Source: an optimization exercise on an open RTL-to-GDS flow (aim: small area and a short achievable clock period). Production flows keep margins and buffers that such runs may drop. At most, simulation tests tie the RTL to the original design; equivalence was not proved.

== red ==
## FIR
module FIR(Dout,
           Din,
           clk,
           reset);
    output  [17:0]  Dout;
    input   [7:0]   Din;
    input           clk, reset;
    reg [7:0]  x1, x2n, x3, x4n, x5, x6n, x7;
    reg [15:0] Sn;       
    wire       rn;       
    rinv ur (reset, rn);
    wire s1, c2;
    fa u2 (x2n[0], x4n[0], 1'b1, s1, c2);
    wire s3, c4;
    fa u4 (x2n[1], x4n[1], c2, s3, c4);
    wire s5, c6;
    fa u6 (x2n[2], x4n[2], c4, s5, c6);
    wire s7, c8;
    fa u8 (x2n[3], x4n[3], c6, s7, c8);
    wire s9, c10;
    fa u10 (x2n[4], x4n[4], c8, s9, c10);
    wire s11, c12;
    fa u12 (x2n[5], x4n[5], c10, s11, c12);
    wire s13, c14;
    fa u14 (x2n[6], x4n[6], c12, s13, c14);
    wire s15, c16;
    fa u16 (x2n[7], x4n[7], c14, s15, c16);
    wire n17 = ~x6n[0];
    wire n18 = ~x6n[1];
    wire n19 = ~x6n[2];
    wire n20 = ~x6n[3];
    wire n21 = ~x6n[4];
    wire n22 = ~x6n[5];
    wire n23 = ~x6n[6];
    wire n24 = ~x6n[7];
    wire n25 = ~s1;
    wire n26 = ~s3;
    wire n27 = ~s5;
    wire n28 = ~s7;
    wire n29 = ~s9;
    wire n30 = ~s11;
    wire n31 = ~s13;
    wire n32 = ~s15;
    wire n33 = ~c16;
    wire n34 = ~x7[0];
    wire n35 = ~x7[1];
    wire n36 = ~x7[2];
    wire n37 = ~x7[3];
    wire n38 = ~x7[4];
    wire n39 = ~x7[5];
    wire n40 = ~x7[6];
    wire n41 = ~x7[7];
    wire s42, c43;
    fa u43 (n17, n34, Din[0], s42, c43);
    wire s44, c45;
    fa u45 (n18, n35, s1, s44, c45);
    wire s46, c47;
    fa u47 (s44, Din[1], c43, s46, c47);
    wire s48, c49;
    fa u49 (x3[0], n19, n36, s48, c49);
    wire s50, c51;
    fa u51 (s48, s3, c45, s50, c51);
    wire s52, c53;
    fa u53 (s50, Din[2], c47, s52, c53);
    wire s54, c55;
    fa u55 (x3[1], x7[0], n20, s54, c55);
    wire s56, c57;
    fa u57 (n37, c49, s54, s56, c57);
    wire s58, c59;
    fa u59 (s56, s5, c51, s58, c59);
    wire s60, c61;
    fa u61 (s58, Din[3], c53, s60, c61);
    wire s62, c63;
    fa u63 (x3[0], x3[2], x7[1], s62, c63);
    wire s64, c65;
    fa u65 (n17, n21, n38, s64, c65);
    wire s66, c67;
    fa u67 (c55, s62, n25, s66, c67);
    wire s68, c69;
    fa u69 (s64, c57, s66, s68, c69);
    wire s70, c71;
    fa u71 (s68, s7, c59, s70, c71);
    wire s72, c73;
    fa u73 (Din[0], Din[4], s70, s72, c73);
    wire s74, c75;
    fa u75 (x1[0], x5[0], x3[0], s74, c75);
    wire s76, c77;
  ...
Size: about 430 cells after synthesis, about 72 flip-flops, ~28 I/O pins.
==> flow/config.mk <==
export PLATFORM = sky130hd
export DESIGN_NAME = FIR
export DESIGN_NICKNAME = FIR
export VERILOG_FILES = /design/flow/design.v
export SDC_FILE = /design/flow/constraint.sdc
export NUM_CORES = 4
export LEC_CHECK = 0
export CAP_MARGIN = 20
export CORE_MARGIN = 2
export CORE_UTILIZATION = 40
export SETUP_SLACK_MARGIN = 5
export SLEW_MARGIN = 20
export SYNTH_HIERARCHICAL = 1
export SYNTH_MINIMUM_KEEP_SIZE = 0
==> flow/constraint.sdc <==
create_clock -name core_clock -period 12.0 [get_ports {clk}]
set_input_delay 2.4000 -clock core_clock [delete_from_list [all_inputs] [get_ports {clk}]]
set_output_delay 2.4000 -clock core_clock [all_outputs]
set_load 0.01 [all_outputs]
standard.sh (not shown) runs the stock make flow with config.mk's settings and CLKGATE_MAP_FILE= SYNTH_SCRIPT=/design/flow/synth_recipe.tcl, a recipe that flattens the netlist after the stock synthesis.
==> flow/flow/run.sh <==
#!/bin/bash
# Own layout flow: the standard ORFS flow (standard.sh's make command and
# synthesis, unchanged), with these changes after synthesis:
#  - timing repair aims at a setup slack margin of $MARGIN ns,
#  - port buffers are buf_2 cells (ORFS's default pick is a delay cell),
#  - clock tree: clkbuf_8 buffers, larger sink clusters, no dummy loads.
# ORFS writes each tool's log under orfs/logs/; make's output goes to
# make_*.log in this folder.
set -euo pipefail
MARGIN=5
MAKELINE=$(grep '^make ' standard.sh | sed 's/"\${@:-finish}"//')
run_make() { eval "$MAKELINE"' "$@"'; }
run_make synth > make_synth.log 2>&1
run_make "SETUP_SLACK_MARGIN=$MARGIN" \
  "BUFFER_PORTS_ARGS=-buffer_cell sky130_fd_sc_hd__buf_2" \
  "CTS_ARGS=-sink_clustering_enable -repair_clock_nets -dont_use_dummy_load -buf_list sky130_fd_sc_hd__clkbuf_8 -sink_clustering_size 30 -sink_clustering_max_diameter 100" \
  finish > make_finish.log 2>&1
# everything is built: this only writes out/final.def from the final layout
bash standard.sh finish > make_def.log 2>&1
red went all the way through synthesis, placement and routing and the layout is clean on timing, DRC and antenna.
diff inputs: red => blue
--- a/flow/design.v
+++ b/flow/design.v
@@ -181,22 +181,24 @@
     wire s170, c171;
     fa u171 (c147, s168, Din[5], s170, c171);
     wire s172, c173;
     fa u173 (c149, n29, c151, s172, c173);
     wire s174, c175;
     fa u175 (s170, n30, c153, s174, c175);
     wire s176, c177;
     fa u177 (s172, c155, s174, s176, c177);
     wire s178, c179;
     fa u179 (c16, s176, c157, s178, c179);
-    wire w180 = ~(s178 ^ c159);
-    wire w181 = s178 | c159;
+    wire w180;
+    g_xnor2 g180 (s178, c159, w180);
+    wire w181;
+    g_or2 g181 (s178, c159, w181);
     wire s182, c183;
     fa u183 (x1[5], x5[5], x3[5], s182, c183);
     wire s184, c185;
     fa u185 (x3[6], x7[7], n23, s184, c185);
     wire s186, c187;
     fa u187 (c161, c163, s182, s186, c187);
     wire s188, c189;
     fa u189 (s184, c165, s186, s188, c189);
     wire s190, c191;
     fa u191 (c167, s188, c169, s190, c191);
@@ -254,30 +256,38 @@
     wire s243, c244;
     ha u244 (s112, c242, s243, c244);
     wire s245, c246;
     ha u246 (s136, c244, s245, c246);
     wire s247, c248;
     ha u248 (s158, c246, s247, c248);
     wire s249, c250;
     ha u250 (w180, c248, s249, c250);
     wire s251, c252;
     fa u252 (w181, s198, c250, s251, c252);
-    wire w253 = ~(s214 ^ c252);
-    wire w254 = s214 | c252;
-    wire w255 = ~(s226 ^ w254);
-    wire w256 = s226 | w254;
-    wire w257 = ~(s232 ^ w256);
-    wire w258 = s232 | w256;
-    wire w259 = ~(s234 ^ w258);
-    wire w260 = s234 | w258;
-    wire w261 = ~(c235 ^ w260);
-    wire w262 = c235 | w260;
+    wire w253;
+    g_xnor2 g253 (s214, c252, w253);
+    wire w254;
+    g_or2 g254 (s214, c252, w254);
+    wire w255;
+    g_xnor2 g255 (s226, w254, w255);
+    wire w256;
+    g_or2 g256 (s226, w254, w256);
+    wire w257;
+    g_xnor2 g257 (s232, w256, w257);
+    wire w258;
+    g_or2 g258 (s232, w256, w258);
+    wire w259;
+    g_xnor2 g259 (s234, w258, w259);
+    wire w260;
+    g_or2 g260 (s234, w258, w260);
+    wire w261;
+    g_xnor2 g261 (c235, w260, w261);
     wire [15:0] S_next = {w261, w259, w257, w255, w253, s251, s249, s247, s245, s243, s241, s239, s237, n236, s46, s42};
     always @(posedge clk) begin
         x1  <= Din & {8{rn}};
         x2n <= ~(x1 & {8{rn}});
         x3  <= ~(x2n | {8{reset}});
         x4n <= ~(x3 & {8{rn}});
         x5  <= ~(x4n | {8{reset}});
         x6n <= ~(x5 & {8{rn}});
         x7  <= ~(x6n | {8{reset}});
     end
@@ -556,20 +566,23 @@
 endmodule
 module g_nand2(input a, b, output y);
     assign y = ~(a & b);
 endmodule
 module g_nor2(input a, b, output y);
     assign y = ~(a | b);
 endmodule
 module g_oai21(input a1, a2, b1, output y);
     assign y = ~((a1 | a2) & b1);
 endmodule
+module g_or2(input a, b, output y);
+    assign y = a | b;
+endmodule
 module g_xnor2(input a, b, output y);
     assign y = ~(a ^ b);
 endmodule
 module g_xor2(input a, b, output y);
     assign y = a ^ b;
 endmodule
 module fa(input a, input b, input c, output s, output co);
     assign s = a ^ b ^ c;
     assign co = (a & b) | (a & c) | (b & c);
 endmodule
--- outcome ---
Looking at end of the critical path, the Sn[15]$_DFF_P_ result is from blue; the Dout[13] one comes from red. Delta (blue minus red): post-layout minimum cycle time moved up, fraction of layout instances using a drive strength above 1 moved up, multi-input logic area moved up, post-route met1 wirelength moved up, via count of the routed design level.
No functional check of the RTL was part of blue.

## afterwards: timing with drivers on the ports
No port has a modelled driver above. Below, the same layouts with a new extraction and two added sets of constraints.
Step 1, drivers: a clkbuf_16 drives clk and a buf_2 each remaining input, both assumed.
Step 2 adds t to the input delays and takes it off the output delays; t is the mean of the earliest and latest rising clock arrival at the registers after step 1. Input paths then give back, and output paths get back, about the clock's delay inside the block.
Three values: no drivers, after step 1, after step 2; two values: the first two.
run	shift t [ns]	slack for setup (ns)	latest minus earliest clock arrival (ns)	worst data-port slew with drivers (ns)	cell pins on the clock port's net
red	0.360	5.121 / 5.089 / 4.818	0.019 / 0.019	0.03	1
blue	0.365	5.013 / 5.023 / 4.657	0.021 / 0.021	0.03	1
After both steps every run listed still meets setup and hold. For blue, which loses most, drivers alone change the setup slack by +0.010 ns; drivers and shift together by -0.356 ns.
